Context: an optimization exercise on an open-source flow, tuned for small area. The choices shown serve that exercise and are no tape-out recipe. The RTL was checked by simulation tests, not by an equivalence proof against the original design.

Design int_alu_top, start of the top module:
module int_alu_top (
    input  logic        clk          ,
    input  logic        rst_n        ,
    input  logic        in_valid     ,
    input  logic [ 4:0] in_microop   ,
    input  logic [31:0] in_data1     ,
    input  logic [31:0] in_data2     ,
    input  logic [ 5:0] in_dest      ,
    input  logic [ 2:0] in_ticket    ,
    output logic        out_valid    ,
    output logic [ 5:0] out_dest     ,
    output logic [ 2:0] out_ticket   ,
    output logic [31:0] out_data     ,
    output logic        out_exception,
    output logic [ 3:0] out_cause    ,
    output logic        busy
);
Size in the first run: ~4,600 cells after synthesis, roughly 130 I/O pins.
clock: 10.0 ns
lec_check: 0
abc_area: 1
cap_margin: 0
core_margin: 2
core_utilization: 55
slew_margin: 0
run.sh (not shown) runs the stock make flow with config.mk's settings and CLKGATE_MAP_FILE= SYNTH_SCRIPT=/design/flow/synth_recipe.tcl, a recipe that flattens the netlist after the stock synthesis.
Then changed:
==> flow/flow/run.sh (new file) <==
#!/bin/bash
# The standard layout (standard synthesis, run unchanged), except:
# - the port buffers, which the standard flow inserts on every input and
#   output, use the smallest buffer cell, sky130_fd_sc_hd__buf_1, instead of
#   the one buffer_ports picks by default;
# - clock tree synthesis uses clkbuf_8 buffers and no dummy load cells.
# Each step's log is kept here; ORFS also keeps every tool's own log under
# orfs/logs/.
set -euo pipefail
bash standard.sh synth > synth.log 2>&1
bash standard.sh \
  BUFFER_PORTS_ARGS="-buffer_cell sky130_fd_sc_hd__buf_1" \
  CTS_ARGS="-sink_clustering_enable -repair_clock_nets -dont_use_dummy_load -buf_list sky130_fd_sc_hd__clkbuf_8" \
  finish > layout.log 2>&1
==> flow/standard.sh (new file) <==
#!/bin/bash
# synth_recipe.tcl (not shown) runs the flow's synth.tcl, then flattens the netlist and writes it again
# the make line also repeats each setting of config.mk as NAME=value (left out here)
make -C /OpenROAD-flow-scripts/flow DESIGN_CONFIG=/design/flow/config.mk WORK_HOME=/design/flow/orfs CLKGATE_MAP_FILE= SYNTH_SCRIPT=/design/flow/synth_recipe.tcl "${@:-finish}"
CAP_MARGIN = 20   (was 0)
CORE_UTILIZATION = 65   (was 55)
PLACE_DENSITY = 0.8   (was unset)
SLEW_MARGIN = 20   (was 0)
removed: flow/run.sh
Outcome: The changed run completed without violations; worst hold slack got worse by 0.016 ns; setup slack got worse by 0.030 ns; maximum frequency drops by 0.30%; via count climbs by 1.0%; final cell count drops by 4.3%; register-to-register slack improved by 0.57 ns.
Then changed:
==> flow/flow/run.sh (replaced) <==
#!/bin/bash
# The standard layout, except that the port buffers (which the standard
# flow inserts on every input and output) use the smallest buffer cell,
# sky130_fd_sc_hd__buf_1, instead of the one buffer_ports picks by default.
# Synthesis is the standard one, run unchanged. Each step's log is kept here;
# ORFS also keeps every tool's own log under orfs/logs/.
set -euo pipefail
bash standard.sh synth > synth.log 2>&1
bash standard.sh BUFFER_PORTS_ARGS="-buffer_cell sky130_fd_sc_hd__buf_1" finish > layout.log 2>&1
CORE_UTILIZATION = 55   (was 65)
PLACE_DENSITY = unset   (was 0.8)
Setup slack improves by 0.20 ns.
Final cell count increases by 3.2%.
Wire length grows by 7.7%.
Hold slack gains 0.019 ns.
Final area rises by 1.2%.
Then changed:
==> flow/flow/run.sh (replaced) <==
#!/bin/bash
# The standard layout (standard synthesis, run unchanged), except:
# - the port buffers, which the standard flow inserts on every input and
#   output, use the smallest buffer cell, sky130_fd_sc_hd__buf_1, instead of
#   the one buffer_ports picks by default;
# - clock tree synthesis uses clkbuf_8 buffers and no dummy load cells.
# Each step's log is kept here; ORFS also keeps every tool's own log under
# orfs/logs/.
set -euo pipefail
bash standard.sh synth > synth.log 2>&1
bash standard.sh \
  BUFFER_PORTS_ARGS="-buffer_cell sky130_fd_sc_hd__buf_1" \
  CTS_ARGS="-sink_clustering_enable -repair_clock_nets -dont_use_dummy_load -buf_list sky130_fd_sc_hd__clkbuf_8" \
  finish > layout.log 2>&1
PLACE_DENSITY = 0.75   (was unset)
What happened:
- The new run finished with timing, DRC and antenna clean
- hold slack gets worse by 0.019 ns
- synthesized cell count does not change
- die area is unchanged
- critical path depth stays the same
- via count rises by 0.47%
- final area falls by 1.0%
- sequential share of layout area rises by 0.11 points
- wire length falls by 9.9%
- non-clock buffer count falls by 7

## afterwards: timing with drivers on the ports
Ports are ideal in the flow. The routed layouts listed here were re-timed in OpenROAD.
Step 1, drivers: a clkbuf_16 drives clk and a buf_2 each remaining input, both assumed.
Step 2 also shifts input and output timing later by t, the mid clock arrival at the registers, as if the neighbouring blocks saw the same clock.
Slacks: no drivers / after step 1 / after step 2; pairs: no drivers / after step 1.
run | t (ns) | setup WS [ns] | worst register clock-pin slew, ns | worst slew at a driven data input, ns
the first run | 0.520 | 0.277 / 0.241 / 0.005 | 0.09 / 0.09 | 0.12
the second run | 0.577 | 0.248 / 0.224 / -0.053 | 0.12 / 0.12 | 0.10
the third run | 0.520 | 0.444 / 0.406 / 0.141 | 0.09 / 0.09 | 0.14
the fourth run | 0.584 | 0.475 / 0.457 / -0.087 | 0.11 / 0.11 | 0.13
With both steps, setup timing fails in the second run and the fourth run, where it was met with ideal ports. For the fourth run, which loses most, drivers alone change the setup slack by -0.018 ns; drivers and shift together by -0.562 ns.
